From an optimization exercise on the open Yosys and OpenROAD flow, aimed at small area; shortcuts taken in it are not production practice. The RTL was checked by simulation tests, not by an equivalence proof against the original design. Power figures rest on the tool's default switching activity, not on a simulated workload.

## flow/design.v (module list and top-level ports; edited modules follow where they fit)
// module LedMatrix: 1197 lines
module LedMatrix (
  output reg [34:0]   io_col,
  output     [5:0]    io_row,
  input               bus_write,
  input      [6:0]    bus_address,
  input      [31:0]   bus_writeData,
  input               clk,
  input               reset
);
  // ...
==> flow/run.sh <==
#!/bin/bash
# synth_recipe.tcl (not shown) runs the flow's synth.tcl, then flattens the netlist and writes it again
# the make line also repeats each setting of config.mk as NAME=value (left out here)
make -C /OpenROAD-flow-scripts/flow DESIGN_CONFIG=/design/flow/config.mk WORK_HOME=/design/flow/orfs CLKGATE_MAP_FILE= SYNTH_SCRIPT=/design/flow/synth_recipe.tcl finish
==> flow/config.mk <==
export PLATFORM = sky130hd
export DESIGN_NAME = LedMatrix
export DESIGN_NICKNAME = LedMatrix
export VERILOG_FILES = /design/flow/design.v
export SDC_FILE = /design/flow/constraint.sdc
export NUM_CORES = 4
export LEC_CHECK = 0
export CAP_MARGIN = 20
export CORE_MARGIN = 2
export CORE_UTILIZATION = 40
export SLEW_MARGIN = 20
==> flow/constraint.sdc <==
create_clock -name core_clock -period 10.0 [get_ports {clk}]
set_input_delay 2.0000 -clock core_clock [delete_from_list [all_inputs] [get_ports {clk}]]
set_output_delay 2.0000 -clock core_clock [all_outputs]
set_load 0.01 [all_outputs]
==> impl_metrics.toml, run 1 <==
[logic_synthesis]
yosys-top-cells-count = "dfrtp_1 (1,380), mux2_2 (1,287), ha_1 (1,183)"
ys_top_cells_by_area = "dfrtp_1 (44%), ha_1 (19%), mux2_2 (19%), o21ai_0 (2.0%), a21oi_1 (1.7%)"
synth_ff_type = "dfrtp_1"
synth_top_area_share = 0.445

[power_and_ir_drop]
maxPowerGroup = "sequential cells"
power.share.combinational = 0.144
p_per_area_nw_per_um2 = 165

[sta]
period_share = 0.708
final-max-slew-violation-count = 0
final.setup.tns_ps = 0

[layout]
fin_nets = 7417
seq_cells = 1380
area_dominant_class = "multi-input gates"
area_delta_synth_final_pct = 11.2

[place]
place_inst = 8564
hpwl_mm = 122

[routing]
met3_length_mm = 8.08

[run_status]
status = "complete, no violations"

[global_routing]
track_usage = 0.219
grt_pass1_wl_mm = 331

[worst_setup_path]
slowest_stage = "buf_4"
r2r_slack_ps = 7270
startpoint = "pwm_pwmCnt_value[2]"
endpoint_kind = "output pin"

[clocking]
cts_buffer_depth = 3

[hold_path]
hold_start = "_zz_when_ClockDomain_l369[0]"

[floorplan]
ios = 83
==> run 2, diff against run 1 <==
==> flow/design.v (replaced) <==
`timescale 1ns/1ps
module LedMatrix (
  output     [34:0]   io_col,
  output     [5:0]    io_row,
  input               bus_write,
  input      [6:0]    bus_address,
  input      [31:0]   bus_writeData,
  input               clk,
  input               reset
);
  reg  [12:0] pwmDiv;
  reg         pwmTick;
  reg  [9:0]  rowDiv;
  reg         rowTick;
  reg  [7:0]  pwmCnt;
  reg  [2:0]  rowCnt;
  wire        pwmWrap = (pwmDiv == 13'd4999);
  wire        rowWrap = (rowDiv == 10'd832);
  always @(posedge clk or posedge reset) begin
    if (reset) begin
      pwmDiv  <= 13'd0;
      pwmTick <= 1'b0;
      rowDiv  <= 10'd0;
      rowTick <= 1'b0;
      pwmCnt  <= 8'd0;
      rowCnt  <= 3'd0;
    end else begin
      pwmDiv  <= pwmWrap ? 13'd0 : pwmDiv + 13'd1;
      pwmTick <= pwmWrap;
      rowDiv  <= rowWrap ? 10'd0 : rowDiv + 10'd1;
      rowTick <= rowWrap;
      if (pwmTick) pwmCnt <= pwmCnt + 8'd1;
      if (rowTick) rowCnt <= (rowCnt == 3'd5) ? 3'd0 : rowCnt + 3'd1;
    end
  end
  reg         ph;
  reg         done;
  always @(posedge clk or posedge reset) begin
    if (reset) begin
      ph   <= 1'b1;
      done <= 1'b0;
    end else begin
      ph   <= ~ph;
      done <= 1'b1;
    end
  end
  wire        clr = ~done;
  wire [23:0] wd = bus_writeData[23:0] ^ {24{ph}};
  reg  [7:0] r0;
  wire        ld0 = bus_write & (bus_address == 7'd0);
  wire        ha0 = ld0 | clr;
  wire        hb0 = ~ld0;
  always @(posedge clk) r0 <= ~((r0 | {8{ha0}}) & (wd[7:0] | {8{hb0}}));
  reg  [7:0] r1;
  wire        ld1 = bus_write & (bus_address == 7'd1);
  wire        ha1 = ld1 | clr;
  wire        hb1 = ~ld1;
  always @(posedge clk) r1 <= ~((r1 | {8{ha1}}) & (wd[7:0] | {8{hb1}}));
  reg  [7:0] r2;
  wire        ld2 = bus_write & (bus_address == 7'd2);
  wire        ha2 = ld2 | clr;
  wire        hb2 = ~ld2;
  always @(posedge clk) r2 <= ~((r2 | {8{ha2}}) & (wd[7:0] | {8{hb2}}));
  reg  [7:0] r3;
  wire        ld3 = bus_write & (bus_address == 7'd3);
  wire        ha3 = ld3 | clr;
  wire        hb3 = ~ld3;
  always @(posedge clk) r3 <= ~((r3 | {8{ha3}}) & (wd[7:0] | {8{hb3}}));
  reg  [7:0] r4;
  wire        ld4 = bus_write & (bus_address == 7'd4);
  wire        ha4 = ld4 | clr;
  wire        hb4 = ~ld4;
  always @(posedge clk) r4 <= ~((r4 | {8{ha4}}) & (wd[7:0] | {8{hb4}}));
  reg  [7:0] r5;
  wire        ld5 = bus_write & (bus_address == 7'd5);
  wire        ha5 = ld5 | clr;
  wire        hb5 = ~ld5;
  always @(posedge clk) r5 <= ~((r5 | {8{ha5}}) & (wd[7:0] | {8{hb5}}));
  reg  [7:0] r6;
  wire        ld6 = bus_write & (bus_address == 7'd6);
  wire        ha6 = ld6 | clr;
  wire        hb6 = ~ld6;
  always @(posedge clk) r6 <= ~((r6 | {8{ha6}}) & (wd[7:0] | {8{hb6}}));
  reg  [7:0] r7;
  wire        ld7 = bus_write & (bus_address == 7'd7);
  wire        ha7 = ld7 | clr;
  wire        hb7 = ~ld7;
  always @(posedge clk) r7 <= ~((r7 | {8{ha7}}) & (wd[7:0] | {8{hb7}}));
  reg  [7:0] r8;
  wire        ld8 = bus_write & (bus_address == 7'd8);
  wire        ha8 = ld8 | clr;
  wire        hb8 = ~ld8;
  always @(posedge clk) r8 <= ~((r8 | {8{ha8}}) & (wd[7:0] | {8{hb8}}));
  reg  [7:0] r9;
  wire        ld9 = bus_write & (bus_address == 7'd9);
  wire        ha9 = ld9 | clr;
  wire        hb9 = ~ld9;
  always @(posedge clk) r9 <= ~((r9 | {8{ha9}}) & (wd[7:0] | {8{hb9}}));
  reg  [7:0] r10;
  wire        ld10 = bus_write & (bus_address == 7'd10);
  wire        ha10 = ld10 | clr;
  wire        hb10 = ~ld10;
  always @(posedge clk) r10 <= ~((r10 | {8{ha10}}) & (wd[7:0] | {8{hb10}}));
  reg  [7:0] r11;
  wire        ld11 = bus_write & (bus_address == 7'd11);
  wire        ha11 = ld11 | clr;
  wire        hb11 = ~ld11;
  always @(posedge clk) r11 <= ~((r11 | {8{ha11}}) & (wd[7:0] | {8{hb11}}));
  reg  [7:0] r12;
  wire        ld12 = bus_write & (bus_address == 7'd12);
  wire        ha12 = ld12 | clr;
  wire        hb12 = ~ld12;
  always @(posedge clk) r12 <= ~((r12 | {8{ha12}}) & (wd[7:0] | {8{hb12}}));
  reg  [7:0] r13;
  wire        ld13 = bus_write & (bus_address == 7'd13);
  wire        ha13 = ld13 | clr;
  wire        hb13 = ~ld13;
  always @(posedge clk) r13 <= ~((r13 | {8{ha13}}) & (wd[7:0] | {8{hb13}}));
  reg  [7:0] r14;
  wire        ld14 = bus_write & (bus_address == 7'd14);
  wire        ha14 = ld14 | clr;
  wire        hb14 = ~ld14;
  always @(posedge clk) r14 <= ~((r14 | {8{ha14}}) & (wd[7:0] | {8{hb14}}));
  reg  [7:0] r15;
  wire        ld15 = bus_write & (bus_address == 7'd15);
  wire        ha15 = ld15 | clr;
  wire        hb15 = ~ld15;
  always @(posedge clk) r15 <= ~((r15 | {8{ha15}}) & (wd[7:0] | {8{hb15}}));
  reg  [7:0] r16;
  wire        ld16 = bus_write & (bus_address == 7'd16);
  wire        ha16 = ld16 | clr;
  wire        hb16 = ~ld16;
  always @(posedge clk) r16 <= ~((r16 | {8{ha16}}) & (wd[7:0] | {8{hb16}}));
  reg  [7:0] r17;
  wire        ld17 = bus_write & (bus_address == 7'd17);
  wire        ha17 = ld17 | clr;
  wire        hb17 = ~ld17;
  always @(posedge clk) r17 <= ~((r17 | {8{ha17}}) & (wd[7:0] | {8{hb17}}));
  reg  [7:0] r18;
  wire        ld18 = bus_write & (bus_address == 7'd18);
  wire        ha18 = ld18 | clr;
  wire        hb18 = ~ld18;
  always @(posedge clk) r18 <= ~((r18 | {8{ha18}}) & (wd[7:0] | {8{hb18}}));
  reg  [7:0] r19;
  wire        ld19 = bus_write & (bus_address == 7'd19);
  wire        ha19 = ld19 | clr;
  wire        hb19 = ~ld19;
  always @(posedge clk) r19 <= ~((r19 | {8{ha19}}) & (wd[7:0] | {8{hb19}}));
  reg  [7:0] r20;
  wire        ld20 = bus_write & (bus_address == 7'd20);
  wire        ha20 = ld20 | clr;
  wire        hb20 = ~ld20;
  always @(posedge clk) r20 <= ~((r20 | {8{ha20}}) & (wd[7:0] | {8{hb20}}));
  reg  [7:0] r21;
  wire        ld21 = bus_write & (bus_address == 7'd21);
  wire        ha21 = ld21 | clr;
  wire        hb21 = ~ld21;
  always @(posedge clk) r21 <= ~((r21 | {8{ha21}}) & (wd[7:0] | {8{hb21}}));
  reg  [7:0] r22;
  wire        ld22 = bus_write & (bus_address == 7'd22);
  wire        ha22 = ld22 | clr;
  wire        hb22 = ~ld22;
  always @(posedge clk) r22 <= ~((r22 | {8{ha22}}) & (wd[7:0] | {8{hb22}}));
  reg  [7:0] r23;
  wire        ld23 = bus_write & (bus_address == 7'd23);
  wire        ha23 = ld23 | clr;
  wire        hb23 = ~ld23;
  always @(posedge clk) r23 <= ~((r23 | {8{ha23}}) & (wd[7:0] | {8{hb23}}));
  reg  [7:0] r24;
  wire        ld24 = bus_write & (bus_address == 7'd24);
  wire        ha24 = ld24 | clr;
  wire        hb24 = ~ld24;
  always @(posedge clk) r24 <= ~((r24 | {8{ha24}}) & (wd[7:0] | {8{hb24}}));
  reg  [7:0] r25;
  wire        ld25 = bus_write & (bus_address == 7'd25);
  wire        ha25 = ld25 | clr;
  wire        hb25 = ~ld25;
  always @(posedge clk) r25 <= ~((r25 | {8{ha25}}) & (wd[7:0] | {8{hb25}}));
  reg  [7:0] r26;
  wire        ld26 = bus_write & (bus_address == 7'd26);
  wire        ha26 = ld26 | clr;
  wire        hb26 = ~ld26;
  always @(posedge clk) r26 <= ~((r26 | {8{ha26}}) & (wd[7:0] | {8{hb26}}));
  reg  [7:0] r27;
  wire        ld27 = bus_write & (bus_address == 7'd27);
  wire        ha27 = ld27 | clr;
  wire        hb27 = ~ld27;
  always @(posedge clk) r27 <= ~((r27 | {8{ha27}}) & (wd[7:0] | {8{hb27}}));
  reg  [7:0] r28;
  wire        ld28 = bus_write & (bus_address == 7'd28);
  wire        ha28 = ld28 | clr;
  wire        hb28 = ~ld28;
  always @(posedge clk) r28 <= ~((r28 | {8{ha28}}) & (wd[7:0] | {8{hb28}}));
  reg  [7:0] r29;
  wire        ld29 = bus_write & (bus_address == 7'd29);
  wire        ha29 = ld29 | clr;
  wire        hb29 = ~ld29;
  always @(posedge clk) r29 <= ~((r29 | {8{ha29}}) & (wd[7:0] | {8{hb29}}));
  reg  [7:0] r30;
  wire        ld30 = bus_write & (bus_address == 7'd30);
  wire        ha30 = ld30 | clr;
  wire        hb30 = ~ld30;
  always @(posedge clk) r30 <= ~((r30 | {8{ha30}}) & (wd[7:0] | {8{hb30}}));
  reg  [7:0] r31;
  wire        ld31 = bus_write & (bus_address == 7'd31);
  wire        ha31 = ld31 | clr;
  wire        hb31 = ~ld31;
  always @(posedge clk) r31 <= ~((r31 | {8{ha31}}) & (wd[7:0] | {8{hb31}}));
  reg  [7:0] r32;
  wire        ld32 = bus_write & (bus_address == 7'd32);
  wire        ha32 = ld32 | clr;
  wire        hb32 = ~ld32;
  always @(posedge clk) r32 <= ~((r32 | {8{ha32}}) & (wd[7:0] | {8{hb32}}));
  reg  [7:0] r33;
  wire        ld33 = bus_write & (bus_address == 7'd33);
  wire        ha33 = ld33 | clr;
  wire        hb33 = ~ld33;
  always @(posedge clk) r33 <= ~((r33 | {8{ha33}}) & (wd[7:0] | {8{hb33}}));
  reg  [7:0] r34;
  wire        ld34 = bus_write & (bus_address == 7'd34);
  wire        ha34 = ld34 | clr;
  wire        hb34 = ~ld34;
  always @(posedge clk) r34 <= ~((r34 | {8{ha34}}) & (wd[7:0] | {8{hb34}}));
  reg  [7:0] r35;
  wire        ld35 = bus_write & (bus_address == 7'd35);
  wire        ha35 = ld35 | clr;
  wire        hb35 = ~ld35;
  always @(posedge clk) r35 <= ~((r35 | {8{ha35}}) & (wd[7:0] | {8{hb35}}));
  reg  [7:0] r36;
  wire        ld36 = bus_write & (bus_address == 7'd36);
  wire        ha36 = ld36 | clr;
  wire        hb36 = ~ld36;
  always @(posedge clk) r36 <= ~((r36 | {8{ha36}}) & (wd[7:0] | {8{hb36}}));
  reg  [7:0] r37;
  wire        ld37 = bus_write & (bus_address == 7'd37);
  wire        ha37 = ld37 | clr;
  wire        hb37 = ~ld37;
  always @(posedge clk) r37 <= ~((r37 | {8{ha37}}) & (wd[7:0] | {8{hb37}}));
  reg  [7:0] r38;
  wire        ld38 = bus_write & (bus_address == 7'd38);
  wire        ha38 = ld38 | clr;
  wire        hb38 = ~ld38;
  always @(posedge clk) r38 <= ~((r38 | {8{ha38}}) & (wd[7:0] | {8{hb38}}));
  reg  [7:0] r39;
  wire        ld39 = bus_write & (bus_address == 7'd39);
  wire        ha39 = ld39 | clr;
  wire        hb39 = ~ld39;
  always @(posedge clk) r39 <= ~((r39 | {8{ha39}}) & (wd[7:0] | {8{hb39}}));
  reg  [7:0] r40;
  wire        ld40 = bus_write & (bus_address == 7'd40);
  wire        ha40 = ld40 | clr;
  wire        hb40 = ~ld40;
  always @(posedge clk) r40 <= ~((r40 | {8{ha40}}) & (wd[7:0] | {8{hb40}}));
  reg  [7:0] r41;
  wire        ld41 = bus_write & (bus_address == 7'd41);
  wire        ha41 = ld41 | clr;
  wire        hb41 = ~ld41;
  always @(posedge clk) r41 <= ~((r41 | {8{ha41}}) & (wd[7:0] | {8{hb41}}));
  reg  [7:0] r42;
  wire        ld42 = bus_write & (bus_address == 7'd42);
  wire        ha42 = ld42 | clr;
  wire        hb42 = ~ld42;
  always @(posedge clk) r42 <= ~((r42 | {8{ha42}}) & (wd[7:0] | {8{hb42}}));
  reg  [7:0] r43;
  wire        ld43 = bus_write & (bus_address == 7'd43);
  wire        ha43 = ld43 | clr;
  wire        hb43 = ~ld43;
  always @(posedge clk) r43 <= ~((r43 | {8{ha43}}) & (wd[7:0] | {8{hb43}}));
  reg  [7:0] r44;
  wire        ld44 = bus_write & (bus_address == 7'd44);
  wire        ha44 = ld44 | clr;
  wire        hb44 = ~ld44;
  always @(posedge clk) r44 <= ~((r44 | {8{ha44}}) & (wd[7:0] | {8{hb44}}));
  reg  [7:0] r45;
  wire        ld45 = bus_write & (bus_address == 7'd45);
  wire        ha45 = ld45 | clr;
  wire        hb45 = ~ld45;
  always @(posedge clk) r45 <= ~((r45 | {8{ha45}}) & (wd[7:0] | {8{hb45}}));
  reg  [7:0] r46;
  wire        ld46 = bus_write & (bus_address == 7'd46);
  wire        ha46 = ld46 | clr;
  wire        hb46 = ~ld46;
  always @(posedge clk) r46 <= ~((r46 | {8{ha46}}) & (wd[7:0] | {8{hb46}}));
  reg  [7:0] r47;
  wire        ld47 = bus_write & (bus_address == 7'd47);
  wire        ha47 = ld47 | clr;
  wire        hb47 = ~ld47;
  always @(posedge clk) r47 <= ~((r47 | {8{ha47}}) & (wd[7:0] | {8{hb47}}));
  reg  [7:0] r48;
  wire        ld48 = bus_write & (bus_address == 7'd48);
  wire        ha48 = ld48 | clr;
  wire        hb48 = ~ld48;
  always @(posedge clk) r48 <= ~((r48 | {8{ha48}}) & (wd[7:0] | {8{hb48}}));
  reg  [7:0] r49;
  wire        ld49 = bus_write & (bus_address == 7'd49);
  wire        ha49 = ld49 | clr;
  wire        hb49 = ~ld49;
  always @(posedge clk) r49 <= ~((r49 | {8{ha49}}) & (wd[7:0] | {8{hb49}}));
  reg  [7:0] r50;
  wire        ld50 = bus_write & (bus_address == 7'd50);
  wire        ha50 = ld50 | clr;
  wire        hb50 = ~ld50;
  always @(posedge clk) r50 <= ~((r50 | {8{ha50}}) & (wd[7:0] | {8{hb50}}));
  reg  [7:0] r51;
  wire        ld51 = bus_write & (bus_address == 7'd51);
  wire        ha51 = ld51 | clr;
  wire        hb51 = ~ld51;
  always @(posedge clk) r51 <= ~((r51 | {8{ha51}}) & (wd[7:0] | {8{hb51}}));
  reg  [7:0] r52;
  wire        ld52 = bus_write & (bus_address == 7'd52);
  wire        ha52 = ld52 | clr;
  wire        hb52 = ~ld52;
  always @(posedge clk) r52 <= ~((r52 | {8{ha52}}) & (wd[7:0] | {8{hb52}}));
  reg  [7:0] r53;
  wire        ld53 = bus_write & (bus_address == 7'd53);
  wire        ha53 = ld53 | clr;
  wire        hb53 = ~ld53;
  always @(posedge clk) r53 <= ~((r53 | {8{ha53}}) & (wd[7:0] | {8{hb53}}));
  reg  [7:0] r54;
  wire        ld54 = bus_write & (bus_address == 7'd54);
  wire        ha54 = ld54 | clr;
  wire        hb54 = ~ld54;
  always @(posedge clk) r54 <= ~((r54 | {8{ha54}}) & (wd[7:0] | {8{hb54}}));
  reg  [7:0] r55;
  wire        ld55 = bus_write & (bus_address == 7'd55);
  wire        ha55 = ld55 | clr;
  wire        hb55 = ~ld55;
  always @(posedge clk) r55 <= ~((r55 | {8{ha55}}) & (wd[7:0] | {8{hb55}}));
  reg  [7:0] r56;
  wire        ld56 = bus_write & (bus_address == 7'd56);
  wire        ha56 = ld56 | clr;
  wire        hb56 = ~ld56;
  always @(posedge clk) r56 <= ~((r56 | {8{ha56}}) & (wd[7:0] | {8{hb56}}));
  reg  [7:0] r57;
  wire        ld57 = bus_write & (bus_address == 7'd57);
  wire        ha57 = ld57 | clr;
  wire        hb57 = ~ld57;
  always @(posedge clk) r57 <= ~((r57 | {8{ha57}}) & (wd[7:0] | {8{hb57}}));
  reg  [7:0] r58;
  wire        ld58 = bus_write & (bus_address == 7'd58);
  wire        ha58 = ld58 | clr;
  wire        hb58 = ~ld58;
  always @(posedge clk) r58 <= ~((r58 | {8{ha58}}) & (wd[7:0] | {8{hb58}}));
  reg  [7:0] r59;
  wire        ld59 = bus_write & (bus_address == 7'd59);
  wire        ha59 = ld59 | clr;
  wire        hb59 = ~ld59;
  always @(posedge clk) r59 <= ~((r59 | {8{ha59}}) & (wd[7:0] | {8{hb59}}));
  reg  [7:0] r60;
  wire        ld60 = bus_write & (bus_address == 7'd60);
  wire        ha60 = ld60 | clr;
  wire        hb60 = ~ld60;
  always @(posedge clk) r60 <= ~((r60 | {8{ha60}}) & (wd[7:0] | {8{hb60}}));
  reg  [7:0] r61;
  wire        ld61 = bus_write & (bus_address == 7'd61);
  wire        ha61 = ld61 | clr;
  wire        hb61 = ~ld61;
  always @(posedge clk) r61 <= ~((r61 | {8{ha61}}) & (wd[7:0] | {8{hb61}}));
  reg  [7:0] r62;
  wire        ld62 = bus_write & (bus_address == 7'd62);
  wire        ha62 = ld62 | clr;
  wire        hb62 = ~ld62;
  always @(posedge clk) r62 <= ~((r62 | {8{ha62}}) & (wd[7:0] | {8{hb62}}));
  reg  [7:0] r63;
  wire        ld63 = bus_write & (bus_address == 7'd63);
  wire        ha63 = ld63 | clr;
  wire        hb63 = ~ld63;
  always @(posedge clk) r63 <= ~((r63 | {8{ha63}}) & (wd[7:0] | {8{hb63}}));
  reg  [7:0] r64;
  wire        ld64 = bus_write & (bus_address == 7'd64);
  wire        ha64 = ld64 | clr;
  wire        hb64 = ~ld64;
  always @(posedge clk) r64 <= ~((r64 | {8{ha64}}) & (wd[7:0] | {8{hb64}}));
  reg  [7:0] r65;
  wire        ld65 = bus_write & (bus_address == 7'd65);
  wire        ha65 = ld65 | clr;
  wire        hb65 = ~ld65;
  always @(posedge clk) r65 <= ~((r65 | {8{ha65}}) & (wd[7:0] | {8{hb65}}));
  reg  [7:0] r66;
  wire        ld66 = bus_write & (bus_address == 7'd66);
  wire        ha66 = ld66 | clr;
  wire        hb66 = ~ld66;
  always @(posedge clk) r66 <= ~((r66 | {8{ha66}}) & (wd[7:0] | {8{hb66}}));
  reg  [7:0] r67;
  wire        ld67 = bus_write & (bus_address == 7'd67);
  wire        ha67 = ld67 | clr;
  wire        hb67 = ~ld67;
  always @(posedge clk) r67 <= ~((r67 | {8{ha67}}) & (wd[7:0] | {8{hb67}}));
  reg  [7:0] r68;
  wire        ld68 = bus_write & (bus_address == 7'd68);
  wire        ha68 = ld68 | clr;
  wire        hb68 = ~ld68;
  always @(posedge clk) r68 <= ~((r68 | {8{ha68}}) & (wd[7:0] | {8{hb68}}));
  reg  [7:0] r69;
  wire        ld69 = bus_write & (bus_address == 7'd69);
  wire        ha69 = ld69 | clr;
  wire        hb69 = ~ld69;
  always @(posedge clk) r69 <= ~((r69 | {8{ha69}}) & (wd[7:0] | {8{hb69}}));
  reg  [7:0] r70;
  wire        ld70 = bus_write & (bus_address == 7'd70);
  wire        ha70 = ld70 | clr;
  wire        hb70 = ~ld70;
  always @(posedge clk) r70 <= ~((r70 | {8{ha70}}) & (wd[7:0] | {8{hb70}}));
  reg  [7:0] r71;
  wire        ld71 = bus_write & (bus_address == 7'd71);
  wire        ha71 = ld71 | clr;
  wire        hb71 = ~ld71;
  always @(posedge clk) r71 <= ~((r71 | {8{ha71}}) & (wd[7:0] | {8{hb71}}));
  reg  [7:0] r72;
  wire        ld72 = bus_write & (bus_address == 7'd72);
  wire        ha72 = ld72 | clr;
  wire        hb72 = ~ld72;
  always @(posedge clk) r72 <= ~((r72 | {8{ha72}}) & (wd[7:0] | {8{hb72}}));
  reg  [15:0] r73;
  wire        ld73 = bus_write & (bus_address == 7'd73);
  wire        ha73 = ld73 | clr;
  wire        hb73 = ~ld73;
  always @(posedge clk) r73 <= ~((r73 | {16{ha73}}) & (wd[15:0] | {16{hb73}}));
  reg  [23:0] r74;
  wire        ld74 = bus_write & (bus_address == 7'd74);
  wire        ha74 = ld74 | clr;
  wire        hb74 = ~ld74;
  always @(posedge clk) r74 <= ~((r74 | {24{ha74}}) & (wd[23:0] | {24{hb74}}));
  reg  [23:0] r75;
  wire        ld75 = bus_write & (bus_address == 7'd75);
  wire        ha75 = ld75 | clr;
  wire        hb75 = ~ld75;
  always @(posedge clk) r75 <= ~((r75 | {24{ha75}}) & (wd[23:0] | {24{hb75}}));
  reg  [23:0] r76;
  wire        ld76 = bus_write & (bus_address == 7'd76);
  wire        ha76 = ld76 | clr;
  wire        hb76 = ~ld76;
  always @(posedge clk) r76 <= ~((r76 | {24{ha76}}) & (wd[23:0] | {24{hb76}}));
  reg  [23:0] r77;
  wire        ld77 = bus_write & (bus_address == 7'd77);
  wire        ha77 = ld77 | clr;
  wire        hb77 = ~ld77;
  always @(posedge clk) r77 <= ~((r77 | {24{ha77}}) & (wd[23:0] | {24{hb77}}));
  reg  [23:0] r78;
  wire        ld78 = bus_write & (bus_address == 7'd78);
  wire        ha78 = ld78 | clr;
  wire        hb78 = ~ld78;
  always @(posedge clk) r78 <= ~((r78 | {24{ha78}}) & (wd[23:0] | {24{hb78}}));
  reg  [23:0] r79;
  wire        ld79 = bus_write & (bus_address == 7'd79);
  wire        ha79 = ld79 | clr;
  wire        hb79 = ~ld79;
  always @(posedge clk) r79 <= ~((r79 | {24{ha79}}) & (wd[23:0] | {24{hb79}}));
  reg  [23:0] r80;
  wire        ld80 = bus_write & (bus_address == 7'd80);
  wire        ha80 = ld80 | clr;
  wire        hb80 = ~ld80;
  always @(posedge clk) r80 <= ~((r80 | {24{ha80}}) & (wd[23:0] | {24{hb80}}));
  reg  [23:0] r81;
  wire        ld81 = bus_write & (bus_address == 7'd81);
  wire        ha81 = ld81 | clr;
  wire        hb81 = ~ld81;
  always @(posedge clk) r81 <= ~((r81 | {24{ha81}}) & (wd[23:0] | {24{hb81}}));
  reg  [23:0] r82;
  wire        ld82 = bus_write & (bus_address == 7'd82);
  wire        ha82 = ld82 | clr;
  wire        hb82 = ~ld82;
  always @(posedge clk) r82 <= ~((r82 | {24{ha82}}) & (wd[23:0] | {24{hb82}}));
  reg  [23:0] r83;
  wire        ld83 = bus_write & (bus_address == 7'd83);
  wire        ha83 = ld83 | clr;
  wire        hb83 = ~ld83;
  always @(posedge clk) r83 <= ~((r83 | {24{ha83}}) & (wd[23:0] | {24{hb83}}));
  reg  [23:0] r84;
  wire        ld84 = bus_write & (bus_address == 7'd84);
  wire        ha84 = ld84 | clr;
  wire        hb84 = ~ld84;
  always @(posedge clk) r84 <= ~((r84 | {24{ha84}}) & (wd[23:0] | {24{hb84}}));
  reg  [23:0] r85;
  wire        ld85 = bus_write & (bus_address == 7'd85);
  wire        ha85 = ld85 | clr;
  wire        hb85 = ~ld85;
  always @(posedge clk) r85 <= ~((r85 | {24{ha85}}) & (wd[23:0] | {24{hb85}}));
  reg  [23:0] r86;
  wire        ld86 = bus_write & (bus_address == 7'd86);
  wire        ha86 = ld86 | clr;
  wire        hb86 = ~ld86;
  always @(posedge clk) r86 <= ~((r86 | {24{ha86}}) & (wd[23:0] | {24{hb86}}));
  reg  [23:0] r87;
  wire        ld87 = bus_write & (bus_address == 7'd87);
  wire        ha87 = ld87 | clr;
  wire        hb87 = ~ld87;
  always @(posedge clk) r87 <= ~((r87 | {24{ha87}}) & (wd[23:0] | {24{hb87}}));
  reg  [23:0] r88;
  wire        ld88 = bus_write & (bus_address == 7'd88);
  wire        ha88 = ld88 | clr;
  wire        hb88 = ~ld88;
  always @(posedge clk) r88 <= ~((r88 | {24{ha88}}) & (wd[23:0] | {24{hb88}}));
  reg  [23:0] r89;
  wire        ld89 = bus_write & (bus_address == 7'd89);
  wire        ha89 = ld89 | clr;
  wire        hb89 = ~ld89;
  always @(posedge clk) r89 <= ~((r89 | {24{ha89}}) & (wd[23:0] | {24{hb89}}));
  reg  [23:0] r90;
  wire        ld90 = bus_write & (bus_address == 7'd90);
  wire        ha90 = ld90 | clr;
  wire        hb90 = ~ld90;
  always @(posedge clk) r90 <= ~((r90 | {24{ha90}}) & (wd[23:0] | {24{hb90}}));
  reg  [23:0] r91;
  wire        ld91 = bus_write & (bus_address == 7'd91);
  wire        ha91 = ld91 | clr;
  wire        hb91 = ~ld91;
  always @(posedge clk) r91 <= ~((r91 | {24{ha91}}) & (wd[23:0] | {24{hb91}}));
  reg  [23:0] r92;
  wire        ld92 = bus_write & (bus_address == 7'd92);
  wire        ha92 = ld92 | clr;
  wire        hb92 = ~ld92;
  always @(posedge clk) r92 <= ~((r92 | {24{ha92}}) & (wd[23:0] | {24{hb92}}));
  reg  [23:0] r93;
  wire        ld93 = bus_write & (bus_address == 7'd93);
  wire        ha93 = ld93 | clr;
  wire        hb93 = ~ld93;
  always @(posedge clk) r93 <= ~((r93 | {24{ha93}}) & (wd[23:0] | {24{hb93}}));
  reg  [23:0] r94;
  wire        ld94 = bus_write & (bus_address == 7'd94);
  wire        ha94 = ld94 | clr;
  wire        hb94 = ~ld94;
  always @(posedge clk) r94 <= ~((r94 | {24{ha94}}) & (wd[23:0] | {24{hb94}}));
  reg  [23:0] r95;
  wire        ld95 = bus_write & (bus_address == 7'd95);
  wire        ha95 = ld95 | clr;
  wire        hb95 = ~ld95;
  always @(posedge clk) r95 <= ~((r95 | {24{ha95}}) & (wd[23:0] | {24{hb95}}));
  reg  [23:0] r96;
  wire        ld96 = bus_write & (bus_address == 7'd96);
  wire        ha96 = ld96 | clr;
  wire        hb96 = ~ld96;
  always @(posedge clk) r96 <= ~((r96 | {24{ha96}}) & (wd[23:0] | {24{hb96}}));
  reg  [23:0] r97;
  wire        ld97 = bus_write & (bus_address == 7'd97);
  wire        ha97 = ld97 | clr;
  wire        hb97 = ~ld97;
  always @(posedge clk) r97 <= ~((r97 | {24{ha97}}) & (wd[23:0] | {24{hb97}}));
  reg  [23:0] r98;
  wire        ld98 = bus_write & (bus_address == 7'd98);
  wire        ha98 = ld98 | clr;
  wire        hb98 = ~ld98;
  always @(posedge clk) r98 <= ~((r98 | {24{ha98}}) & (wd[23:0] | {24{hb98}}));
  reg  [23:0] r99;
  wire        ld99 = bus_write & (bus_address == 7'd99);
  wire        ha99 = ld99 | clr;
  wire        hb99 = ~ld99;
  always @(posedge clk) r99 <= ~((r99 | {24{ha99}}) & (wd[23:0] | {24{hb99}}));
  reg  [23:0] r100;
  wire        ld100 = bus_write & (bus_address == 7'd100);
  wire        ha100 = ld100 | clr;
  wire        hb100 = ~ld100;
  always @(posedge clk) r100 <= ~((r100 | {24{ha100}}) & (wd[23:0] | {24{hb100}}));
  reg  [23:0] r101;
  wire        ld101 = bus_write & (bus_address == 7'd101);
  wire        ha101 = ld101 | clr;
  wire        hb101 = ~ld101;
  always @(posedge clk) r101 <= ~((r101 | {24{ha101}}) & (wd[23:0] | {24{hb101}}));
  reg  [23:0] r102;
  wire        ld102 = bus_write & (bus_address == 7'd102);
  wire        ha102 = ld102 | clr;
  wire        hb102 = ~ld102;
  always @(posedge clk) r102 <= ~((r102 | {24{ha102}}) & (wd[23:0] | {24{hb102}}));
  reg  [23:0] r103;
  wire        ld103 = bus_write & (bus_address == 7'd103);
  wire        ha103 = ld103 | clr;
  wire        hb103 = ~ld103;
  always @(posedge clk) r103 <= ~((r103 | {24{ha103}}) & (wd[23:0] | {24{hb103}}));
  reg  [7:0] r104;
  wire        ld104 = bus_write & (bus_address == 7'd104);
  wire        ha104 = ld104 | clr;
  wire        hb104 = ~ld104;
  always @(posedge clk) r104 <= ~((r104 | {8{ha104}}) & (wd[7:0] | {8{hb104}}));
  reg  [7:0] r105;
  wire        ld105 = bus_write & (bus_address == 7'd105);
  wire        ha105 = ld105 | clr;
  wire        hb105 = ~ld105;
  always @(posedge clk) r105 <= ~((r105 | {8{ha105}}) & (wd[7:0] | {8{hb105}}));
  reg  [7:0] r106;
  wire        ld106 = bus_write & (bus_address == 7'd106);
  wire        ha106 = ld106 | clr;
  wire        hb106 = ~ld106;
  always @(posedge clk) r106 <= ~((r106 | {8{ha106}}) & (wd[7:0] | {8{hb106}}));
  wire [5:0]  rs;
  assign rs[0] = (rowCnt == 3'd0);
  assign rs[1] = (rowCnt == 3'd1);
  assign rs[2] = (rowCnt == 3'd2);
  assign rs[3] = (rowCnt == 3'd3);
  assign rs[4] = (rowCnt == 3'd4);
  assign rs[5] = (rowCnt == 3'd5);
  assign io_row = ~rs;
  wire [7:0]  pm = pwmCnt ^ {8{~ph}};
  wire        cin = ~ph;
  wire [7:0]  x0 = ({8{rs[0]}} & r0[7:0]) | ({8{rs[1]}} & r13[7:0]) | ({8{rs[2]}} & r27[7:0]) | ({8{rs[3]}} & r41[7:0]) | ({8{rs[4]}} & r54[7:0]) | ({8{rs[5]}} & r66[7:0]);
  wire [8:0]  c0;
  assign c0[0] = cin;
  genvar g0;
  generate for (g0 = 0; g0 < 8; g0 = g0 + 1) begin : ch0
    assign c0[g0+1] = (pm[g0] & x0[g0]) | (pm[g0] & c0[g0]) | (x0[g0] & c0[g0]);
  end endgenerate
  assign io_col[0] = (c0[8] ^ cin);
  wire [7:0]  x1 = ({8{rs[1]}} & r14[7:0]) | ({8{rs[2]}} & r28[7:0]) | ({8{rs[3]}} & r42[7:0]) | ({8{rs[4]}} & r55[7:0]) | ({8{rs[5]}} & r67[7:0]);
  wire [8:0]  c1;
  assign c1[0] = cin;
  genvar g1;
  generate for (g1 = 0; g1 < 8; g1 = g1 + 1) begin : ch1
    assign c1[g1+1] = (pm[g1] & x1[g1]) | (pm[g1] & c1[g1]) | (x1[g1] & c1[g1]);
  end endgenerate
  assign io_col[1] = (c1[8] ^ cin) | rs[0];
  wire [7:0]  x2 = ({8{rs[0]}} & r1[7:0]) | ({8{rs[1]}} & r15[7:0]) | ({8{rs[2]}} & r29[7:0]) | ({8{rs[3]}} & r43[7:0]) | ({8{rs[4]}} & r56[7:0]) | ({8{rs[5]}} & r68[7:0]);
  wire [8:0]  c2;
  assign c2[0] = cin;
  genvar g2;
  generate for (g2 = 0; g2 < 8; g2 = g2 + 1) begin : ch2
    assign c2[g2+1] = (pm[g2] & x2[g2]) | (pm[g2] & c2[g2]) | (x2[g2] & c2[g2]);
  end endgenerate
  assign io_col[2] = (c2[8] ^ cin);
  wire [7:0]  x3 = ({8{rs[0]}} & r2[7:0]) | ({8{rs[1]}} & r16[7:0]) | ({8{rs[2]}} & r30[7:0]) | ({8{rs[3]}} & r44[7:0]) | ({8{rs[4]}} & r57[7:0]);
  wire [8:0]  c3;
  assign c3[0] = cin;
  genvar g3;
  generate for (g3 = 0; g3 < 8; g3 = g3 + 1) begin : ch3
    assign c3[g3+1] = (pm[g3] & x3[g3]) | (pm[g3] & c3[g3]) | (x3[g3] & c3[g3]);
  end endgenerate
  assign io_col[3] = (c3[8] ^ cin) | rs[5];
  wire [7:0]  x4 = ({8{rs[0]}} & r3[7:0]) | ({8{rs[1]}} & r17[7:0]) | ({8{rs[2]}} & r31[7:0]) | ({8{rs[3]}} & r45[7:0]) | ({8{rs[4]}} & r58[7:0]);
  wire [8:0]  c4;
  assign c4[0] = cin;
  genvar g4;
  generate for (g4 = 0; g4 < 8; g4 = g4 + 1) begin : ch4
    assign c4[g4+1] = (pm[g4] & x4[g4]) | (pm[g4] & c4[g4]) | (x4[g4] & c4[g4]);
  end endgenerate
  assign io_col[4] = (c4[8] ^ cin) | rs[5];
  wire [7:0]  x5 = ({8{rs[0]}} & r4[7:0]) | ({8{rs[1]}} & r18[7:0]) | ({8{rs[2]}} & r32[7:0]) | ({8{rs[3]}} & r46[7:0]) | ({8{rs[4]}} & r59[7:0]) | ({8{rs[5]}} & r69[7:0]);
  wire [8:0]  c5;
  assign c5[0] = cin;
  genvar g5;
  generate for (g5 = 0; g5 < 8; g5 = g5 + 1) begin : ch5
    assign c5[g5+1] = (pm[g5] & x5[g5]) | (pm[g5] & c5[g5]) | (x5[g5] & c5[g5]);
  end endgenerate
  assign io_col[5] = (c5[8] ^ cin);
  wire [7:0]  x6 = ({8{rs[0]}} & r5[7:0]) | ({8{rs[1]}} & r19[7:0]) | ({8{rs[2]}} & r33[7:0]) | ({8{rs[3]}} & r47[7:0]) | ({8{rs[4]}} & r60[7:0]);
  wire [8:0]  c6;
  assign c6[0] = cin;
  genvar g6;
  generate for (g6 = 0; g6 < 8; g6 = g6 + 1) begin : ch6
    assign c6[g6+1] = (pm[g6] & x6[g6]) | (pm[g6] & c6[g6]) | (x6[g6] & c6[g6]);
  end endgenerate
  assign io_col[6] = (c6[8] ^ cin) | rs[5];
  wire [7:0]  x7 = ({8{rs[0]}} & r6[7:0]) | ({8{rs[1]}} & r20[7:0]) | ({8{rs[2]}} & r34[7:0]) | ({8{rs[3]}} & r48[7:0]) | ({8{rs[4]}} & r61[7:0]);
  wire [8:0]  c7;
  assign c7[0] = cin;
  genvar g7;
  generate for (g7 = 0; g7 < 8; g7 = g7 + 1) begin : ch7
    assign c7[g7+1] = (pm[g7] & x7[g7]) | (pm[g7] & c7[g7]) | (x7[g7] & c7[g7]);
  end endgenerate
  assign io_col[7] = (c7[8] ^ cin) | rs[5];
  wire [7:0]  x8 = ({8{rs[0]}} & r7[7:0]) | ({8{rs[1]}} & r21[7:0]) | ({8{rs[2]}} & r35[7:0]) | ({8{rs[3]}} & r49[7:0]) | ({8{rs[4]}} & r62[7:0]);
  wire [8:0]  c8;
  assign c8[0] = cin;
  genvar g8;
  generate for (g8 = 0; g8 < 8; g8 = g8 + 1) begin : ch8
    assign c8[g8+1] = (pm[g8] & x8[g8]) | (pm[g8] & c8[g8]) | (x8[g8] & c8[g8]);
  end endgenerate
  assign io_col[8] = (c8[8] ^ cin) | rs[5];
  wire [7:0]  x9 = ({8{rs[0]}} & r8[7:0]) | ({8{rs[1]}} & r22[7:0]) | ({8{rs[2]}} & r36[7:0]) | ({8{rs[3]}} & r50[7:0]) | ({8{rs[4]}} & r63[7:0]) | ({8{rs[5]}} & r70[7:0]);
  wire [8:0]  c9;
  assign c9[0] = cin;
  genvar g9;
  generate for (g9 = 0; g9 < 8; g9 = g9 + 1) begin : ch9
    assign c9[g9+1] = (pm[g9] & x9[g9]) | (pm[g9] & c9[g9]) | (x9[g9] & c9[g9]);
  end endgenerate
  assign io_col[9] = (c9[8] ^ cin);
  wire [7:0]  x10 = ({8{rs[0]}} & r9[7:0]) | ({8{rs[1]}} & r23[7:0]) | ({8{rs[2]}} & r37[7:0]) | ({8{rs[3]}} & r51[7:0]) | ({8{rs[4]}} & r64[7:0]) | ({8{rs[5]}} & r71[7:0]);
  wire [8:0]  c10;
  assign c10[0] = cin;
  genvar g10;
  generate for (g10 = 0; g10 < 8; g10 = g10 + 1) begin : ch10
    assign c10[g10+1] = (pm[g10] & x10[g10]) | (pm[g10] & c10[g10]) | (x10[g10] & c10[g10]);
  end endgenerate
  assign io_col[10] = (c10[8] ^ cin);
  wire [7:0]  x11 = ({8{rs[0]}} & r10[7:0]) | ({8{rs[1]}} & r24[7:0]) | ({8{rs[2]}} & r38[7:0]) | ({8{rs[3]}} & r52[7:0]) | ({8{rs[5]}} & r73[15:8]);
  wire [8:0]  c11;
  assign c11[0] = cin;
  genvar g11;
  generate for (g11 = 0; g11 < 8; g11 = g11 + 1) begin : ch11
    assign c11[g11+1] = (pm[g11] & x11[g11]) | (pm[g11] & c11[g11]) | (x11[g11] & c11[g11]);
  end endgenerate
  assign io_col[11] = (c11[8] ^ cin) | rs[4];
  wire [7:0]  x12 = ({8{rs[0]}} & r11[7:0]) | ({8{rs[1]}} & r25[7:0]) | ({8{rs[2]}} & r39[7:0]) | ({8{rs[5]}} & r73[7:0]);
  wire [8:0]  c12;
  assign c12[0] = cin;
  genvar g12;
  generate for (g12 = 0; g12 < 8; g12 = g12 + 1) begin : ch12
    assign c12[g12+1] = (pm[g12] & x12[g12]) | (pm[g12] & c12[g12]) | (x12[g12] & c12[g12]);
  end endgenerate
  assign io_col[12] = (c12[8] ^ cin) | rs[3] | rs[4];
  wire [7:0]  x13 = ({8{rs[0]}} & r12[7:0]) | ({8{rs[1]}} & r26[7:0]) | ({8{rs[2]}} & r40[7:0]) | ({8{rs[3]}} & r53[7:0]) | ({8{rs[4]}} & r65[7:0]) | ({8{rs[5]}} & r72[7:0]);
  wire [8:0]  c13;
  assign c13[0] = cin;
  genvar g13;
  generate for (g13 = 0; g13 < 8; g13 = g13 + 1) begin : ch13
    assign c13[g13+1] = (pm[g13] & x13[g13]) | (pm[g13] & c13[g13]) | (x13[g13] & c13[g13]);
  end endgenerate
  assign io_col[13] = (c13[8] ^ cin);
  wire [7:0]  x14 = ({8{rs[0]}} & r74[23:16]) | ({8{rs[1]}} & r77[23:16]) | ({8{rs[2]}} & r84[23:16]) | ({8{rs[5]}} & r98[23:16]);
  wire [8:0]  c14;
  assign c14[0] = cin;
  genvar g14;
  generate for (g14 = 0; g14 < 8; g14 = g14 + 1) begin : ch14
    assign c14[g14+1] = (pm[g14] & x14[g14]) | (pm[g14] & c14[g14]) | (x14[g14] & c14[g14]);
  end endgenerate
  assign io_col[14] = (c14[8] ^ cin) | rs[3] | rs[4];
  wire [7:0]  x15 = ({8{rs[0]}} & r74[15:8]) | ({8{rs[1]}} & r77[15:8]) | ({8{rs[2]}} & r84[15:8]) | ({8{rs[5]}} & r98[15:8]);
  wire [8:0]  c15;
  assign c15[0] = cin;
  genvar g15;
  generate for (g15 = 0; g15 < 8; g15 = g15 + 1) begin : ch15
    assign c15[g15+1] = (pm[g15] & x15[g15]) | (pm[g15] & c15[g15]) | (x15[g15] & c15[g15]);
  end endgenerate
  assign io_col[15] = (c15[8] ^ cin) | rs[3] | rs[4];
  wire [7:0]  x16 = ({8{rs[0]}} & r74[7:0]) | ({8{rs[1]}} & r77[7:0]) | ({8{rs[2]}} & r84[7:0]) | ({8{rs[5]}} & r98[7:0]);
  wire [8:0]  c16;
  assign c16[0] = cin;
  genvar g16;
  generate for (g16 = 0; g16 < 8; g16 = g16 + 1) begin : ch16
    assign c16[g16+1] = (pm[g16] & x16[g16]) | (pm[g16] & c16[g16]) | (x16[g16] & c16[g16]);
  end endgenerate
  assign io_col[16] = (c16[8] ^ cin) | rs[3] | rs[4];
  wire [7:0]  x17 = ({8{rs[0]}} & r75[23:16]) | ({8{rs[1]}} & r78[23:16]) | ({8{rs[2]}} & r85[23:16]) | ({8{rs[4]}} & r94[23:16]) | ({8{rs[5]}} & r99[23:16]);
  wire [8:0]  c17;
  assign c17[0] = cin;
  genvar g17;
  generate for (g17 = 0; g17 < 8; g17 = g17 + 1) begin : ch17
    assign c17[g17+1] = (pm[g17] & x17[g17]) | (pm[g17] & c17[g17]) | (x17[g17] & c17[g17]);
  end endgenerate
  assign io_col[17] = (c17[8] ^ cin) | rs[3];
  wire [7:0]  x18 = ({8{rs[0]}} & r75[15:8]) | ({8{rs[1]}} & r78[15:8]) | ({8{rs[2]}} & r85[15:8]) | ({8{rs[4]}} & r94[15:8]) | ({8{rs[5]}} & r99[15:8]);
  wire [8:0]  c18;
  assign c18[0] = cin;
  genvar g18;
  generate for (g18 = 0; g18 < 8; g18 = g18 + 1) begin : ch18
    assign c18[g18+1] = (pm[g18] & x18[g18]) | (pm[g18] & c18[g18]) | (x18[g18] & c18[g18]);
  end endgenerate
  assign io_col[18] = (c18[8] ^ cin) | rs[3];
  wire [7:0]  x19 = ({8{rs[0]}} & r75[7:0]) | ({8{rs[1]}} & r78[7:0]) | ({8{rs[2]}} & r85[7:0]) | ({8{rs[4]}} & r94[7:0]) | ({8{rs[5]}} & r99[7:0]);
  wire [8:0]  c19;
  assign c19[0] = cin;
  genvar g19;
  generate for (g19 = 0; g19 < 8; g19 = g19 + 1) begin : ch19
    assign c19[g19+1] = (pm[g19] & x19[g19]) | (pm[g19] & c19[g19]) | (x19[g19] & c19[g19]);
  end endgenerate
  assign io_col[19] = (c19[8] ^ cin) | rs[3];
  wire [7:0]  x20 = ({8{rs[0]}} & r76[23:16]) | ({8{rs[1]}} & r79[23:16]) | ({8{rs[2]}} & r86[23:16]) | ({8{rs[5]}} & r100[23:16]);
  wire [8:0]  c20;
  assign c20[0] = cin;
  genvar g20;
  generate for (g20 = 0; g20 < 8; g20 = g20 + 1) begin : ch20
    assign c20[g20+1] = (pm[g20] & x20[g20]) | (pm[g20] & c20[g20]) | (x20[g20] & c20[g20]);
  end endgenerate
  assign io_col[20] = (c20[8] ^ cin) | rs[3] | rs[4];
  wire [7:0]  x21 = ({8{rs[0]}} & r76[15:8]) | ({8{rs[1]}} & r79[15:8]) | ({8{rs[2]}} & r86[15:8]) | ({8{rs[5]}} & r100[15:8]);
  wire [8:0]  c21;
  assign c21[0] = cin;
  genvar g21;
  generate for (g21 = 0; g21 < 8; g21 = g21 + 1) begin : ch21
    assign c21[g21+1] = (pm[g21] & x21[g21]) | (pm[g21] & c21[g21]) | (x21[g21] & c21[g21]);
  end endgenerate
  assign io_col[21] = (c21[8] ^ cin) | rs[3] | rs[4];
  wire [7:0]  x22 = ({8{rs[0]}} & r76[7:0]) | ({8{rs[1]}} & r79[7:0]) | ({8{rs[2]}} & r86[7:0]) | ({8{rs[5]}} & r100[7:0]);
  wire [8:0]  c22;
  assign c22[0] = cin;
  genvar g22;
  generate for (g22 = 0; g22 < 8; g22 = g22 + 1) begin : ch22
    assign c22[g22+1] = (pm[g22] & x22[g22]) | (pm[g22] & c22[g22]) | (x22[g22] & c22[g22]);
  end endgenerate
  assign io_col[22] = (c22[8] ^ cin) | rs[3] | rs[4];
  wire [7:0]  x23 = ({8{rs[1]}} & r80[23:16]) | ({8{rs[2]}} & r87[23:16]) | ({8{rs[3]}} & r91[23:16]) | ({8{rs[4]}} & r95[23:16]) | ({8{rs[5]}} & r101[23:16]);
  wire [8:0]  c23;
  assign c23[0] = cin;
  genvar g23;
  generate for (g23 = 0; g23 < 8; g23 = g23 + 1) begin : ch23
    assign c23[g23+1] = (pm[g23] & x23[g23]) | (pm[g23] & c23[g23]) | (x23[g23] & c23[g23]);
  end endgenerate
  assign io_col[23] = (c23[8] ^ cin) | rs[0];
  wire [7:0]  x24 = ({8{rs[1]}} & r80[15:8]) | ({8{rs[2]}} & r87[15:8]) | ({8{rs[3]}} & r91[15:8]) | ({8{rs[4]}} & r95[15:8]) | ({8{rs[5]}} & r101[15:8]);
  wire [8:0]  c24;
  assign c24[0] = cin;
  genvar g24;
  generate for (g24 = 0; g24 < 8; g24 = g24 + 1) begin : ch24
    assign c24[g24+1] = (pm[g24] & x24[g24]) | (pm[g24] & c24[g24]) | (x24[g24] & c24[g24]);
  end endgenerate
  assign io_col[24] = (c24[8] ^ cin) | rs[0];
  wire [7:0]  x25 = ({8{rs[1]}} & r80[7:0]) | ({8{rs[2]}} & r87[7:0]) | ({8{rs[3]}} & r91[7:0]) | ({8{rs[4]}} & r95[7:0]) | ({8{rs[5]}} & r101[7:0]);
  wire [8:0]  c25;
  assign c25[0] = cin;
  genvar g25;
  generate for (g25 = 0; g25 < 8; g25 = g25 + 1) begin : ch25
    assign c25[g25+1] = (pm[g25] & x25[g25]) | (pm[g25] & c25[g25]) | (x25[g25] & c25[g25]);
  end endgenerate
  assign io_col[25] = (c25[8] ^ cin) | rs[0];
  wire [7:0]  x26 = ({8{rs[1]}} & r81[23:16]) | ({8{rs[2]}} & r88[23:16]) | ({8{rs[3]}} & r92[23:16]) | ({8{rs[4]}} & r96[23:16]);
  wire [8:0]  c26;
  assign c26[0] = cin;
  genvar g26;
  generate for (g26 = 0; g26 < 8; g26 = g26 + 1) begin : ch26
    assign c26[g26+1] = (pm[g26] & x26[g26]) | (pm[g26] & c26[g26]) | (x26[g26] & c26[g26]);
  end endgenerate
  assign io_col[26] = (c26[8] ^ cin) | rs[0] | rs[5];
  wire [7:0]  x27 = ({8{rs[1]}} & r81[15:8]) | ({8{rs[2]}} & r88[15:8]) | ({8{rs[3]}} & r92[15:8]) | ({8{rs[4]}} & r96[15:8]);
  wire [8:0]  c27;
  assign c27[0] = cin;
  genvar g27;
  generate for (g27 = 0; g27 < 8; g27 = g27 + 1) begin : ch27
    assign c27[g27+1] = (pm[g27] & x27[g27]) | (pm[g27] & c27[g27]) | (x27[g27] & c27[g27]);
  end endgenerate
  assign io_col[27] = (c27[8] ^ cin) | rs[0] | rs[5];
  wire [7:0]  x28 = ({8{rs[0]}} & r104[7:0]) | ({8{rs[1]}} & r81[7:0]) | ({8{rs[2]}} & r88[7:0]) | ({8{rs[3]}} & r92[7:0]) | ({8{rs[4]}} & r96[7:0]);
  wire [8:0]  c28;
  assign c28[0] = cin;
  genvar g28;
  generate for (g28 = 0; g28 < 8; g28 = g28 + 1) begin : ch28
    assign c28[g28+1] = (pm[g28] & x28[g28]) | (pm[g28] & c28[g28]) | (x28[g28] & c28[g28]);
  end endgenerate
  assign io_col[28] = (c28[8] ^ cin) | rs[5];
  wire [7:0]  x29 = ({8{rs[1]}} & r82[23:16]) | ({8{rs[2]}} & r89[23:16]) | ({8{rs[3]}} & r93[23:16]) | ({8{rs[4]}} & r97[23:16]) | ({8{rs[5]}} & r102[23:16]);
  wire [8:0]  c29;
  assign c29[0] = cin;
  genvar g29;
  generate for (g29 = 0; g29 < 8; g29 = g29 + 1) begin : ch29
    assign c29[g29+1] = (pm[g29] & x29[g29]) | (pm[g29] & c29[g29]) | (x29[g29] & c29[g29]);
  end endgenerate
  assign io_col[29] = (c29[8] ^ cin) | rs[0];
  wire [7:0]  x30 = ({8{rs[1]}} & r82[15:8]) | ({8{rs[2]}} & r89[15:8]) | ({8{rs[3]}} & r93[15:8]) | ({8{rs[4]}} & r97[15:8]) | ({8{rs[5]}} & r102[15:8]);
  wire [8:0]  c30;
  assign c30[0] = cin;
  genvar g30;
  generate for (g30 = 0; g30 < 8; g30 = g30 + 1) begin : ch30
    assign c30[g30+1] = (pm[g30] & x30[g30]) | (pm[g30] & c30[g30]) | (x30[g30] & c30[g30]);
  end endgenerate
  assign io_col[30] = (c30[8] ^ cin) | rs[0];
  wire [7:0]  x31 = ({8{rs[0]}} & r105[7:0]) | ({8{rs[1]}} & r82[7:0]) | ({8{rs[2]}} & r89[7:0]) | ({8{rs[3]}} & r93[7:0]) | ({8{rs[4]}} & r97[7:0]) | ({8{rs[5]}} & r102[7:0]);
  wire [8:0]  c31;
  assign c31[0] = cin;
  genvar g31;
  generate for (g31 = 0; g31 < 8; g31 = g31 + 1) begin : ch31
    assign c31[g31+1] = (pm[g31] & x31[g31]) | (pm[g31] & c31[g31]) | (x31[g31] & c31[g31]);
  end endgenerate
  assign io_col[31] = (c31[8] ^ cin);
  wire [7:0]  x32 = ({8{rs[1]}} & r83[23:16]) | ({8{rs[2]}} & r90[23:16]) | ({8{rs[5]}} & r103[23:16]);
  wire [8:0]  c32;
  assign c32[0] = cin;
  genvar g32;
  generate for (g32 = 0; g32 < 8; g32 = g32 + 1) begin : ch32
    assign c32[g32+1] = (pm[g32] & x32[g32]) | (pm[g32] & c32[g32]) | (x32[g32] & c32[g32]);
  end endgenerate
  assign io_col[32] = (c32[8] ^ cin) | rs[0] | rs[3] | rs[4];
  wire [7:0]  x33 = ({8{rs[1]}} & r83[15:8]) | ({8{rs[2]}} & r90[15:8]) | ({8{rs[5]}} & r103[15:8]);
  wire [8:0]  c33;
  assign c33[0] = cin;
  genvar g33;
  generate for (g33 = 0; g33 < 8; g33 = g33 + 1) begin : ch33
    assign c33[g33+1] = (pm[g33] & x33[g33]) | (pm[g33] & c33[g33]) | (x33[g33] & c33[g33]);
  end endgenerate
  assign io_col[33] = (c33[8] ^ cin) | rs[0] | rs[3] | rs[4];
  wire [7:0]  x34 = ({8{rs[0]}} & r106[7:0]) | ({8{rs[1]}} & r83[7:0]) | ({8{rs[2]}} & r90[7:0]) | ({8{rs[5]}} & r103[7:0]);
  wire [8:0]  c34;
  assign c34[0] = cin;
  genvar g34;
  generate for (g34 = 0; g34 < 8; g34 = g34 + 1) begin : ch34
    assign c34[g34+1] = (pm[g34] & x34[g34]) | (pm[g34] & c34[g34]) | (x34[g34] & c34[g34]);
  end endgenerate
  assign io_col[34] = (c34[8] ^ cin) | rs[3] | rs[4];
endmodule
==> flow/config.mk (replaced) <==
export PLATFORM = sky130hd
export DESIGN_NAME = LedMatrix
export DESIGN_NICKNAME = LedMatrix
export VERILOG_FILES = /design/flow/design.v
export SDC_FILE = /design/flow/constraint.sdc
export NUM_CORES = 4
export LEC_CHECK = 0
export ABC_AREA = 1
export CAP_MARGIN = 20
export CORE_MARGIN = 2
export CORE_UTILIZATION = 40
export SLEW_MARGIN = 20
==> impl_metrics.toml, run 2 <==
[sta]
rsz0062_at_grt = "false"
period_share = 0.749
whs_ps = 445
final_hold_viol_count = 0
setup_viol = 0
final-max-slew-violation-count = 0
fmax_mhz = 133
slew-limit-headroom = 0.182
finClkSkew_ps = 20.8
fin_crit_ps = 7490
final.setup.tns_ps = 0
worstMarginPinSlew_ps = 1230

[logic_synthesis]
yosys-top-cells-count = "nand2_1 (1,798), o22ai_1 (1,373), dfxtp_1 (1,344)"
synth_most_common_cell = "nand2_1"
syn_inst = 6631
synth_nets = 6678
synth_ff_type = "dfxtp_1"
ys_top_cells_by_area = "dfxtp_1 (50%), o22ai_1 (16%), nand2_1 (13%), nand3_1 (3.0%), inv_1 (2.3%)"
synth_top_area_share = 0.504
synth-seq-cells = 1382
async_flop_share = 0.0275
yosysWarningCount = 1
synth_edf_count = 0
syn-cell-area_um2 = 53400
yosysUniqueCellTypes = 52
avgSynthCellArea_um2 = 8.05
yosysSeqAreaShare = 0.522
synth_top_area_cell = "dfxtp_1"

[clocking]
cts_inserted_buffers = 145
cts-hold-fix-buffers = 0
cts_sinks = 1382
worstSkewPairLatency_ps = 790
cts.htree.levels = 4
cts_buffer_depth = 3
cts.clk_slew.worst_paths_ps = 60
clock-root-buffer = "clkbuf_16"
cts_setup_buffers = 0
cts_resized = 0
cts_tree = "built"

[worst_setup_path]
worst-endpoint-arrival_ps = 5490
worstPathRequired_ps = 8000
endpoint_kind = "output pin"
cp-start-kind = "flip-flop"
crit_type = "flip-flop to output pin"
crit_fanout = 32

[routing]
drc = 0
drt_iter0_drc = 5640
num_vias = 50100
ant_nets = 0
wl_per_cell_um = 23.7
wl_mm = 198
routed_via_density = 6.00
first_pass_iters = 7

[global_routing]
grt_pass1_vias = 46800
grt_overflow_total = 0
antenna_found_initial = 4
grt_start_max_net_pins = 173
grt_pass1_wl_mm = 296
track_usage = 0.281

[floorplan]
ios = 83
die_area_um2 = 136000
die_x_um = 369
core_area_um2 = 133000
start_util = 0.401
die_h_um = 369
num_rows = 134

[power_and_ir_drop]
clockPowerShare = 0.454
leakage_nw = 25.6
p_sw_frac = 0.240
power_frac_seq = 0.489
p_int_w = 0.00953
power.share.combinational = 0.057
p_sw_w = 0.00301
ir_drop_v = 0.000129
p_per_area_nw_per_um2 = 206

[layout]
fin_nets = 6517
antenna_cells = 0
final_cell_mix = "nand2_1 (1,787), o22ai_1 (1,373), dfxtp_1 (1,344)"
drive_gt1_frac = 0.0673
final_common_cell = "nand2_1"
area_delta_synth_final_pct = 14.2
nFillCells = 12800

[place]
hpwl_mm = 108
port_buffers = 74
gp_congestion = 0.861

[hold_path]
hold_path.class = "flip-flop to flip-flop"

[run_status]
status = "complete, no violations"

[job]
maxCapViolCount = 0
[run 2: cell count changes after synthesis, sizes merged, moves of 124 or more]
cell,change
o21ai,-221
o22ai,+1370
a21o,-129
dfxtp,+1344
mux2,-1344
a211oi,-124
ha,-1178
nor2,+200
nand3,+248
dfrtp,-1343
nand2,+1564
inv,+313
clkbuf,+172
a21oi,-169
[run 2: critical path, cell delays in order, from the launching register on]
cell and delay [ps]:
dfrtp_1 390, inv_2 560, buf_4 460, nand3_2 700
buf_4 580, nor2_1 150, nor2_1 70, nand2_1 60
nand2_1 50, nand2_1 80, nand3_1 80, nand2_1 70
nand2_1 50, nand2_1 60, nand2_1 50, nand2_1 70
nand2_1 70, nand2_1 70, nand2_1 50, nand3_1 270
clkdlybuf4s50_1 740
[run 2: metal layers]
metal | track usage | wire length, um
met1 | 0.386 | 84800
met2 | 0.440 | 87500
met3 | 0.0478 | 18500
met4 | 0.104 | 7030
met5 | 0 | 18
[run 2: power by group through the flow]
stage	clock network [W]	logic, W	registers [W]
6_report	0.00569	0.000715	0.00614
5_1_grt	0.00595	0.000778	0.00618
4_1_cts	0.00573	0.000693	0.00613
3_5_place_dp	0	0.000694	0.00624
3_3_place_gp	0	0.000669	0.00624
2_1_floorplan	0	0.000484	0.00619
[run 2: logic make-up after synthesis]
kind of cell | after synthesis | synth area share
and+or+nand+nor | 2582 | 0.195
AOI/OAI and AO/OA | 1766 | 0.210
DFF | 1382 | 0.522
buffers and inverters | 845 | 0.0636
xor gates and xnor gates | 50 | 0.00849
adders and majority gates | 5 | 0.00117
other | 1 | 0.0000703
[run 2: cell type report]
cell class / instances / area (um^2) / share of cell area
sequential: 1382 / 27900 / 0.457
multi-input combinational: 4404 / 22800 / 0.374
clock buffer: 201 / 4150 / 0.0681
tap: 1768 / 2210 / 0.0363
timing repair buffer: 191 / 1770 / 0.0290
inverter: 346 / 1310 / 0.0215
clock inverter: 63 / 827 / 0.0136
[run 2: worst paths after layout]
| kind | from | to | slack [ps] | depth (start not counted) |
|---|---|---|---|---|
| worst min register to register | r1[5] | r1[5] | 450 | 1 |
| worst max-delay path | rowCnt[2] | io_col[30] | 2510 | 20 |
| max in group asynchronous | reset | pwmCnt[0] | 7910 | 3 |
| min in group asynchronous | reset | rowDiv[3] | 1670 | 3 |
| worst max register to register | ph | r97[2] | 6630 | 4 |
| worst min-delay path | r1[5] | r1[5] | 450 | 1 |
[run 2: through the flow]
| stage | util | cells | worst slack, ps | instance area [um^2] | power [W] |
|---|---|---|---|---|---|
| 6_report | 0.458 | 8355 | 2510 | 60900 | 0.0125 |
| 5_1_grt | 0.458 | 8355 | 2350 | 60900 | 0.0129 |
| 4_1_cts | 0.457 | 8350 | 2510 | 60800 | 0.0125 |
| 3_5_place_dp | 0.420 | 8086 | 3330 | 55800 | 0.00693 |
| 3_3_place_gp | 0.420 | 8086 | 3350 | 55800 | 0.00691 |
| 2_1_floorplan | - | 6631 | 5400 | 53400 | 0.00667 |

[re-timing with driven ports]
The results above use ideal ports. As a check the final layouts listed here were re-extracted and re-timed, cells and wires unchanged. Step 1 (the two cells are an assumption about what drives the block):
set clk [get_ports {clk}]
set_driving_cell -lib_cell sky130_fd_sc_hd__clkbuf_16 $clk
set_driving_cell -lib_cell sky130_fd_sc_hd__buf_2 [delete_from_list [all_inputs] $clk]
Step 2 moves the port delays by t, midway between the first and last clock arrival at a register: inputs arrive t later, outputs are due t later. That takes back most of the time a late clock gives input paths. Three values: ideal, step 1, step 2; two values: the first two.
| run | t (ns) | setup WS [ns] | slew at the worst register clock pin (ns) | worst slew at a driven data input, ns |
|---|---|---|---|---|
| run 1 | 0.882 | 2.920 / 2.839 / 3.721 | 0.07 / 0.07 | 0.22 |
| run 2 | 0.849 | 2.509 / 2.435 / 3.285 | 0.06 / 0.06 | 0.14 |
After both steps every run listed still meets setup and hold.
